Context: an optimization exercise on an open-source flow, tuned for small area, a short achievable clock period and few clock cycles per item. The choices shown serve that exercise and are no tape-out recipe. Function was not checked in any run shown here: the RTL went through the layout flow alone.

==> flow/design.v <==
`timescale 1ns / 1ps
module simon128_256 (
  input  wire          clk       ,
  input  wire          rst       ,
  input  wire          key_valid ,
  output logic         key_ready ,
  input  wire  [255:0] key       ,
  input  wire          in_valid  ,
  output logic         in_ready  ,
  input  wire  [127:0] in_data   ,
  output logic         out_valid ,
  input  wire          out_ready ,
  output logic [127:0] out_data
);
  localparam integer R  = 3;           
  localparam integer N  = 72 / R;      
  localparam integer NC = 8;           
  localparam logic [61:0] Z4 = 62'b11010001111001101011011000100000010111000011001010010011101111;
  function automatic logic zbit(input integer i);
    zbit = Z4[61 - (i % 62)];
  endfunction
  function automatic logic [63:0] rol(input logic [63:0] v, input integer n);
    rol = (v << n) | (v >> (64 - n));
  endfunction
  function automatic logic [63:0] ror(input logic [63:0] v, input integer n);
    ror = (v >> n) | (v << (64 - n));
  endfunction
  function automatic logic [6:0] zinit();
    for (int j = 0; j < 7; j++) zinit[j] = zbit(j);
  endfunction
  function automatic logic [6:0] zadv(input logic [6:0] zs);
    logic [R+6:0] e;
    e[6:0] = zs;
    for (int j = 7; j < R + 7; j++) e[j] = e[j-2] ^ e[j-3] ^ e[j-7];
    zadv = e[R +: 7];
  endfunction
  logic [255:0] kreg;        
  logic [255:0] ks;          
  logic [127:0] s_q;         
  logic [127:0] s_d;
  logic [255:0] ks_d;
  logic [  5:0] cnt;         
  logic         last;
  logic [NC:0] idle_c, busy_c, ov_c;
  logic          idle, busy;
  assign idle      = idle_c[NC];
  assign busy      = busy_c[NC];
  assign key_ready = 1'b1;
  assign in_ready  = idle;
  assign out_valid = ov_c[NC];
  assign out_data  = s_q;
  logic [255:0] ksi;
  logic [63:0] w [0:R+3];
  logic [63:0] t [0:R-1];
  always_comb begin
    for (int j = 0; j < 4; j++) w[j] = ksi[64*j +: 64];
    for (int j = 0; j < R; j++) begin
      t[j]   = ror(w[j+3], 3) ^ w[j+1];
      w[j+4] = ~w[j] ^ t[j] ^ ror(t[j], 1) ^ {63'd0, zc[j]} ^ 64'd3;
    end
    ks_d = {w[R+3], w[R+2], w[R+1], w[R]};
  end
  logic [127:0] si;
  logic [63:0] xs [0:R];
  logic [63:0] ys [0:R];
  always_comb begin
    xs[0] = si[127:64];
    ys[0] = si[ 63: 0];
    for (int j = 0; j < R; j++) begin
      xs[j+1] = ys[j] ^ (rol(xs[j], 1) & rol(xs[j], 8)) ^ rol(xs[j], 2) ^ w[j];
      ys[j+1] = xs[j];
    end
    s_d = {xs[R], ys[R]};
  end
  for (genvar c = 0; c <= NC; c++) begin : g_ctl
    always_ff @(posedge clk) begin
      if (rst) begin
        idle_c[c] <= 1'b1;
        busy_c[c] <= 1'b0;
        ov_c[c]   <= 1'b0;
      end else begin
        if (idle_c[c]) begin
          idle_c[c] <= ~in_valid;
          busy_c[c] <= in_valid;
        end else if (busy_c[c]) begin
          if (last) begin
            busy_c[c] <= 1'b0;
            ov_c[c]   <= 1'b1;
          end
        end else if (out_ready) begin
          ov_c[c]   <= 1'b0;
          idle_c[c] <= 1'b1;
        end
      end
    end
  end
  for (genvar c = 0; c < NC; c++) begin : g_slice
    localparam integer SW = 128 / NC;
    localparam integer KW = 256 / NC;
    assign si [SW*c +: SW] = idle_c[c] ? in_data[SW*c +: SW] : s_q[SW*c +: SW];
    assign ksi[KW*c +: KW] = idle_c[c] ? kreg[KW*c +: KW] : ks[KW*c +: KW];
    always_ff @(posedge clk) begin
      if (!ov_c[c]) s_q[SW*c +: SW] <= s_d[SW*c +: SW];
    end
  end
  always_ff @(posedge clk) begin
    ks <= ks_d;
  end
  always_ff @(posedge clk) begin
    if (key_valid) kreg <= key;
  end
  always_ff @(posedge clk) begin
    if (idle) cnt <= 6'd1;
    else      cnt <= cnt + 1'b1;
  end
  logic [6:0]   zs;
  logic [R-1:0] zc;
  assign zc = zs[R-1:0];
  always_ff @(posedge clk) begin
    if (rst)      zs <= zinit();
    else if ((busy & ~last) | (idle & in_valid)) zs <= zadv(zs);
    else          zs <= zinit();
  end
  always_ff @(posedge clk) begin
    if (rst) last <= 1'b0;
    else     last <= busy & (cnt == N - 2);
  end
endmodule
==> flow/flow/run.sh <==
#!/bin/bash
set -euo pipefail
export BUFFER_PORTS_ARGS="-buffer_cell sky130_fd_sc_hd__buf_1"
bash standard.sh finish > standard_flow.log 2>&1
==> flow/standard.sh <==
#!/bin/bash
# synth_recipe.tcl (not shown) runs the flow's synth.tcl, then flattens the netlist and writes it again
# the make line also repeats each setting of config.mk as NAME=value (left out here)
make -C /OpenROAD-flow-scripts/flow DESIGN_CONFIG=/design/flow/config.mk WORK_HOME=/design/flow/orfs CLKGATE_MAP_FILE= SYNTH_SCRIPT=/design/flow/synth_recipe.tcl "${@:-finish}"
==> flow/config.mk <==
export PLATFORM = sky130hd
export DESIGN_NAME = simon128_256
export DESIGN_NICKNAME = simon128_256
export VERILOG_FILES = /design/flow/design.v
export SDC_FILE = /design/flow/constraint.sdc
export NUM_CORES = 4
export LEC_CHECK = 0
export CAP_MARGIN = 20
export CORE_MARGIN = 2
export CORE_UTILIZATION = 40
export SLEW_MARGIN = 20
export SYNTH_MEMORY_MAX_BITS = 8192
==> flow/constraint.sdc <==
create_clock -name core_clock -period 5.0 [get_ports {clk}]
set_input_delay 1.0000 -clock core_clock [delete_from_list [all_inputs] [get_ports {clk}]]
set_output_delay 1.0000 -clock core_clock [all_outputs]
set_load 0.01 [all_outputs]
==> run summary, run 1 <==
Max cap viols: 0
Critical path data arrival time: 4.16 ns
Critical path cell sequence: mux2i_1 > nor2_1 > xnor3_1 > xnor2_1 > xnor2_1 > nand2_1 > xnor2_1
Simple-gate share of the synthesized area: 0.0273
Clk sinks: 681
Area Growth Syn to Fin: 16.7%
Synth Area in Compound Gates: 0.00987
Top_reg_cell synth: edfxtp_1
Average cell area after synthesis: 13.5 um2
Main combinational cell family by area after synthesis: XOR/XNOR gates
Crit end category: flip-flop
Routability Congestion: 0.890
Number of hold violations in the final report: 0
Worst EP required: 5.39 ns
Max FO, Critical Path: 24
Status: finished clean
Post-synthesis mux area share: 0.126
Share of cells above drive strength 1: 0.107
Clock Tree Buf Depth: 3
Clk slew on worst S/H paths: 0.06 ns
Setup violators final: 0
DRT iter0 DRCs: 1,826
Unrepaired setup endpoints after global routing: false
CTS tree: built
Buf/Inv on CP: 0
Slew @ Worst Pin: 1.08 ns
Final ANT Viol Nets: 0
Family with the most delay on the worst path: XOR/XNOR gates
EDFF count, synth: 384
Nets: 3,771
Antenna violations before repair: 1
Sequential fraction of the synthesis area: 0.466
Ports: 520
Max Clk Rate: 266 MHz
Min Clock Period, post-route: 3.76 ns
Period utilization: 0.753
Row cnt: 112
Slowest cell on crit path: mux2i_1
Slew Limit Fails: 0
Setup TNS: 0 ns
Vias in the first global route: 22,800
Library cells used by synthesis: 42
Pin count of the biggest net entering global routing: 101
Gr ovfl total: 0
Total Routing Usage GR: 0.239
Post-synth ARST share: 0
Root Driver: clkbuf_16
CP max stage delay: 0.84 ns
Vias: 22,600
Worst setup SP type: flip-flop
CTS buffer count: 82
Initial core utilization: 0.402
Global-route wire length before repair: 162,000 um
DR pass1 iterations: 5
Via density per instance: 4.81
Core Area: 0.0932 mm2
Leading area contributor after synthesis: edfxtp_1
CTS resizes: 0
Avg WL per Cell: 24.9 um
Final WL: 117,000 um
Synth Area in Adders: 0.000667
Die Y: 310 um
CTS Hold Bufs: 0
Mapped Nets: 3,175
Crit path kind: reg2reg
Final Skew: 0.0251 ns
Setup Buffers After CTS: 0
Share of the synthesized area in the top cell type: 0.307
Worst relative slew slack: 0.257
Die Span X: 310 um
Worst min path class: reg2reg
Gate count after technology mapping: 2,784
ANT cells: 0
HPWL Detailed: 93,100 um
DRC viols: 0
CP dominant cell by count: xnor2_1
H-tree depth: 3
Die area: 0.0962 mm2
Yosys warning count: 5
XOR/XNOR share of the synthesized area: 0.348
Netlist Area Pre-Place: 0.0375 mm2
Port Buf Inserts: 518
Worst-Skew Late Latency: 0.66 ns
Synth top area cells: edfxtp_1 31%, xnor2_1 18%, dfxtp_1 16%
Seq cells post-synth: 681
## Yosys cell counts, types with 2 or more instances
| library cell | number |
|---|---|
| mux2_2 | 46 |
| xnor2_1 | 757 |
| nor2_1 | 149 |
| mux2i_4 | 24 |
| xor3_1 | 9 |
| buf_8 | 2 |
| ha_1 | 2 |
| nand2b_1 | 5 |
| xnor3_2 | 3 |
| buf_2 | 7 |
| edfxtp_1 | 384 |
| nor2b_1 | 23 |
| mux2i_2 | 32 |
| o31ai_1 | 9 |
| clkbuf_1 | 11 |
| buf_4 | 12 |
| xor2_2 | 12 |
| nand2_1 | 65 |
| buf_6 | 25 |
| xnor2_2 | 57 |
| xor3_2 | 2 |
| xor2_1 | 272 |
| inv_1 | 73 |
| a22oi_1 | 7 |
| xnor3_1 | 113 |
| nand3_1 | 2 |
| dfxtp_1 | 297 |
| o21ai_0 | 20 |
| mux2i_1 | 321 |
| buf_12 | 3 |
| a21oi_1 | 27 |
| buf_1 | 3 |
## placed cells by master (no fill, tap or decap), types with 10 or more instances in the layout
master / synthesis / routed
xnor2_1: 757 / 757
buf_1: 3 / 517
edfxtp_1: 384 / 384
mux2i_1: 321 / 320
dfxtp_1: 297 / 289
xor2_1: 272 / 272
nor2_1: 149 / 149
xnor3_1: 113 / 113
clkbuf_16: 0 / 83
inv_1: 73 / 73
nand2_1: 65 / 65
xnor2_2: 57 / 57
buf_4: 12 / 53
mux2_2: 46 / 46
mux2i_2: 32 / 33
a21oi_1: 27 / 27
mux2i_4: 24 / 24
nor2b_1: 23 / 23
o21ai_0: 20 / 20
clkbuf_1: 11 / 19
xor2_2: 12 / 12
clkinv_1: 1 / 11
bufinv_16: 0 / 11
clkinv_2: 0 / 10
## stage by stage
step / setup WS [ns] / hold WS (ns) / std cells / utilization / area, um2
final: 1.24 / 0.394 / 4704 / 0.470 / 43800
after global routing: 1.08 / 0.422 / 4704 / 0.470 / 43800
after CTS: 1.26 / 0.407 / 4704 / 0.470 / 43800
after detailed placement: 0.988 / 0.392 / 4550 / 0.440 / 41000
after global placement: 0.655 / 0.390 / 4550 / 0.440 / 41000
after floorplan: 2.00 / 0.386 / 2784 / - / 37500
## layer usage
metal	vias to the layer above	GRT usage	wire, um
li1	10600	-	-
met1	11100	0.321	51200
met2	802	0.394	55200
met3	165	0.0424	7210
met4	2	0.0713	3410
met5	-	0	10
## state kept, by name, summed over array words and instances (netlist names)
| signal | count |
|---|---|
| ks | 256 |
| kreg | 256 |
| ov_c | 9 |
| zs | 7 |
| idle_c | 9 |
| last | 1 |
| s_q | 128 |
| busy_c | 9 |
| cnt | 6 |
## worst register-to-register path, cell delays in order (launching register included)
cell	delay, ns
dfxtp_4	0.65
mux2i_1	0.86
nor2_1	0.15
xnor3_1	0.53
xnor2_1	0.23
xnor2_1	0.59
nand2_1	0.27
xnor2_1	0.21
## final cells by class
cell class | count | area [um2]
clock buffer | 107 | 2220
sequential | 681 | 17500
tap | 1254 | 1570
clock inverter | 47 | 567
fill | 8556 | 49400
multi-input combinational | 1966 | 19200
inverter | 74 | 278
timing repair buffer | 575 | 2430
## cell families (layout without fill, tap and decap cells)
| group | after synthesis | after routing |
|---|---|---|
| xor gates and xnor gates | 1227 | 1227 |
| DFF | 681 | 681 |
| muxes | 423 | 423 |
| and+or+nand+nor | 248 | 248 |
| buffers and inverters | 137 | 803 |
| AOI/OAI and AO/OA | 65 | 65 |
| adders and majority gates | 2 | 2 |
| other | 1 | 1 |
## final timing paths
kind                            endpoint  cells past startpoint  slack, ns      start
worst max-delay path             s_q[81]                      7       1.24  idle_c[4]
worst min-delay path               zs[0]                      1       0.39      zs[3]
worst max register to register   s_q[81]                      7       1.24  idle_c[4]
worst min register to register     zs[0]                      1       0.39      zs[3]
==> run 2: changes to the inputs <==
--- a/flow/design.v
+++ b/flow/design.v
@@ -26,12 +26,10 @@
     ror = (v >> n) | (v << (64 - n));
   endfunction
-  function automatic logic [6:0] zinit();
-    for (int j = 0; j < 7; j++) zinit[j] = zbit(j);
-  endfunction
-  function automatic logic [6:0] zadv(input logic [6:0] zs);
-    logic [R+6:0] e;
-    e[6:0] = zs;
-    for (int j = 7; j < R + 7; j++) e[j] = e[j-2] ^ e[j-3] ^ e[j-7];
-    zadv = e[R +: 7];
+  function automatic logic [R-1:0] zrom(input logic [5:0] c);
+    zrom = '0;
+    for (int i = 0; i < N; i++)
+      if (c == i)
+        for (int j = 0; j < R; j++)
+          zrom[j] = zbit(R * i + j);
   endfunction
   logic [255:0] kreg;        
@@ -40,14 +38,16 @@
   logic [127:0] s_d;
   logic [255:0] ks_d;
+  logic [R-1:0] zc;          
   logic [  5:0] cnt;         
   logic         last;
-  logic [NC:0] idle_c, busy_c, ov_c;
+  logic [NC-1:0] idle_c, busy_c, ov_c;
   logic          idle, busy;
-  assign idle      = idle_c[NC];
-  assign busy      = busy_c[NC];
+  assign idle      = idle_c[0];
+  assign busy      = busy_c[0];
   assign key_ready = 1'b1;
   assign in_ready  = idle;
-  assign out_valid = ov_c[NC];
+  assign out_valid = ov_c[0];
   assign out_data  = s_q;
+  assign last      = (cnt == N - 1);
   logic [255:0] ksi;
   logic [63:0] w [0:R+3];
@@ -73,5 +73,7 @@
     s_d = {xs[R], ys[R]};
   end
-  for (genvar c = 0; c <= NC; c++) begin : g_ctl
+  for (genvar c = 0; c < NC; c++) begin : g_ctl
+    localparam integer SW = 128 / NC;
+    localparam integer KW = 256 / NC;
     always_ff @(posedge clk) begin
       if (rst) begin
@@ -94,8 +96,4 @@
       end
     end
-  end
-  for (genvar c = 0; c < NC; c++) begin : g_slice
-    localparam integer SW = 128 / NC;
-    localparam integer KW = 256 / NC;
     assign si [SW*c +: SW] = idle_c[c] ? in_data[SW*c +: SW] : s_q[SW*c +: SW];
     assign ksi[KW*c +: KW] = idle_c[c] ? kreg[KW*c +: KW] : ks[KW*c +: KW];
@@ -114,15 +112,9 @@
     else      cnt <= cnt + 1'b1;
   end
-  logic [6:0]   zs;
-  logic [R-1:0] zc;
-  assign zc = zs[R-1:0];
   always_ff @(posedge clk) begin
-    if (rst)      zs <= zinit();
-    else if ((busy & ~last) | (idle & in_valid)) zs <= zadv(zs);
-    else          zs <= zinit();
-  end
-  always_ff @(posedge clk) begin
-    if (rst) last <= 1'b0;
-    else     last <= busy & (cnt == N - 2);
+    if (rst)                 zc <= zrom(6'd0);
+    else if (idle)           zc <= in_valid ? zrom(6'd1) : zrom(6'd0);
+    else if (busy && !last)  zc <= zrom(cnt + 6'd1);
+    else                     zc <= zrom(6'd0);
   end
 endmodule
==> run summary, run 2 <==
Most instantiated library cell after synthesis: xnor2_1
Min Clock Period, post-route: 3.99 ns
Global-route wire length before repair: 168,000 um
Antenna violations before repair: 3
Worst Hold Path EP: idle_c[2]
Sequential fraction of the synthesis area: 0.459
Worst-Skew Late Latency: 0.66 ns
Max FO, Critical Path: 26
Critical path cell sequence: mux2i_1 > nor2_1 > xnor3_1 > nor2_1 > xnor2_1 > xnor2_1 > xnor2_1
Seq cells post-synth: 673
Crit path kind: reg2reg
Min-delay src: busy_c[2]
Top_reg_cell synth: edfxtp_1
R2R cell count: 7
Initial core utilization: 0.404
Final Skew: 0.0255 ns
Final WL: 119,000 um
Max Clk Rate: 250 MHz
Hold path cells: 1
Yosys warning count: 5
Biggest regs: kreg x256, ks x256, s_q x128
CP dominant cell by count: xnor2_1
Max cap viols: 0
Vias: 23,200
Setup TNS: 0 ns
DR pass1 iterations: 5
Worst EP required: 5.39 ns
Share of cells above drive strength 1: 0.0976
Clk sinks: 673
Most common cell after layout, fill and taps aside: xnor2_1
Area of the multi-input gates: 0.0196 mm2
Total Routing Usage GR: 0.242
Post-synth ARST share: 0
Slowest cell on crit path: mux2i_1
Die Span X: 311 um
Leading area contributor after synthesis: edfxtp_1
Final ANT Viol Nets: 0
Port Buf Inserts: 518
HPWL Detailed: 95,100 um
Synth top cells by count: 736 x xnor2_1, 384 x edfxtp_1, 343 x mux2i_1
Worst relative slew slack: 0.214
Avg WL per Cell: 25.0 um
CTS resizes: 0
Netlist Area Pre-Place: 0.0378 mm2
Via density per instance: 4.87
Period utilization: 0.799
Root Driver: clkbuf_16
Nets: 3,843
Gate count after technology mapping: 2,864
Die Y: 311 um
Routability Congestion: 0.898
Share of the synthesized area in the top cell type: 0.305
Critical path data arrival time: 4.38 ns
Clk slew on worst S/H paths: 0.06 ns
CP max stage delay: 1.01 ns
Vias in the first global route: 23,600
Status: finished clean
ANT cells: 0
Row cnt: 112
Fill count: 8,681
Worst min path class: reg2reg
Commonest non-fill, non-tap cells in the layout: 736 x xnor2_1, 516 x buf_1, 384 x edfxtp_1
Area Growth Syn to Fin: 16.6%
EDFF count, synth: 384
Die area: 0.0969 mm2
Ports: 520
Number of hold violations in the final report: 0
DRT iter0 DRCs: 1,987
Setup violators final: 0
Setup Buffers After CTS: 0
CTS tree: built
Sequential cell area: 0.0173 mm2
Synth top area cells: edfxtp_1 31%, xnor2_1 17%, dfxtp_1 15%
Slew @ Worst Pin: 1.15 ns
Core Area: 0.0935 mm2
Slew Limit Fails: 0
DRC viols: 0
Crit Reg-Reg Startpoint: idle_c[5]
CTS buffer count: 79
R2r setup slk: 1.01 ns
CTS Hold Bufs: 0
Mapped Nets: 3,258
Pin count of the biggest net entering global routing: 76
Gr ovfl total: 0
Crit end category: flip-flop
Clock Tree Buf Depth: 3
Unrepaired setup endpoints after global routing: false
Reg-to-Reg End: s_q[85]
Average cell area after synthesis: 13.2 um2
Library cells used by synthesis: 49
Worst setup SP type: flip-flop
H-tree depth: 3
[run 2: logic make-up (layout without fill, tap and decap cells)]
| kind of cell | after synthesis | count (layout) | synth area share |
|---|---|---|---|
| compound gates | 90 | 90 | 0.0139 |
| xor+xnor | 1224 | 1224 | 0.346 |
| fa+ha+maj | 6 | 6 | 0.00192 |
| buf+inv | 159 | 809 | 0.0221 |
| flops | 673 | 673 | 0.459 |
| mux | 440 | 440 | 0.128 |
| other cells | 1 | 1 | 0.0000993 |
| simple gates | 271 | 271 | 0.0295 |
[run 2: worst max path at each step]
stage / start / endpoint / slack (ns) / cells after the start
2_1_floorplan: in_data[90] / s_q[95] / 1.99 / 7
3_3_place_gp: in_data[81] / s_q[85] / 0.81 / 8
3_5_place_dp: in_data[81] / s_q[85] / 0.89 / 8
4_1_cts: idle_c[5] / s_q[85] / 1.06 / 7
5_1_grt: idle_c[5] / s_q[85] / 0.91 / 7
6_report: idle_c[5] / s_q[85] / 1.01 / 7
[run 2: metal layers]
| layer | global-route usage | up-vias | part of all wire |
|---|---|---|---|
| li1 | - | 10900 | - |
| met1 | 0.328 | 11300 | 0.44 |
| met2 | 0.394 | 877 | 0.47 |
| met3 | 0.0477 | 164 | 0.065 |
| met4 | 0.0686 | 0 | 0.028 |
| met5 | 0 | - | 0 |
[run 2: worst max-delay path: cells and delay by family (launching register included)]
kind	cells	cell delay [ns]
and+or+nand+nor	2	0.42
xor gates and xnor gates	4	1.56
DFF	1	0.73
muxes	1	1.01
[run 2: metrics by stage]
step                      cells  hold slack, ns  worst slack, ns   util  cell area [um2]
after floorplan            2864           0.426             1.99      -            37800
after global placement     4622           0.437            0.807  0.442            41300
after detailed placement   4622           0.441            0.889  0.442            41300
after CTS                  4768           0.453             1.06  0.471            44000
after global routing       4768           0.475            0.905  0.471            44000
final                      4768           0.451             1.01  0.471            44000
[run 2: cell type report]
class | count | share of cell area
Multi-Input combinational cell | 2032 | 0.445
Clock inverter | 34 | 0.00940
Tap cell | 1254 | 0.0356
Clock buffer | 112 | 0.0526
Sequential cell | 673 | 0.394
Timing Repair Buffer | 576 | 0.0559
Inverter | 87 | 0.00742

-- separate check: timing with driven ports --
In the flow no input, the clock included, has a driving cell. The finished layouts below were timed again as built, in two steps.
Step 1: set_driving_cell puts a clkbuf_16 on clk and a buf_2 on each other input, an assumption about the parent block.
Step 2, shift: input delay + t, output delay - t, t = (earliest + latest rising clock arrival at the registers) / 2. This alone moves slack from input paths to output paths.
Three values: no drivers, after step 1, after step 2; two values: the first two.
| run | shift t [ns] | slack for setup (ns) | latest minus earliest clock arrival (ns) | worst register clock-pin slew, ns |
|---|---|---|---|---|
| run 1 | 0.720 | 1.236 / 1.236 / 0.938 | 0.026 / 0.025 | 0.07 / 0.07 |
| run 2 | 0.716 | 1.007 / 1.007 / 0.754 | 0.026 / 0.026 | 0.06 / 0.06 |
After both steps every run listed still meets setup and hold. The setup slack of run 1, which loses most, moves by 0.000 ns with the drivers and by -0.298 ns with both steps.
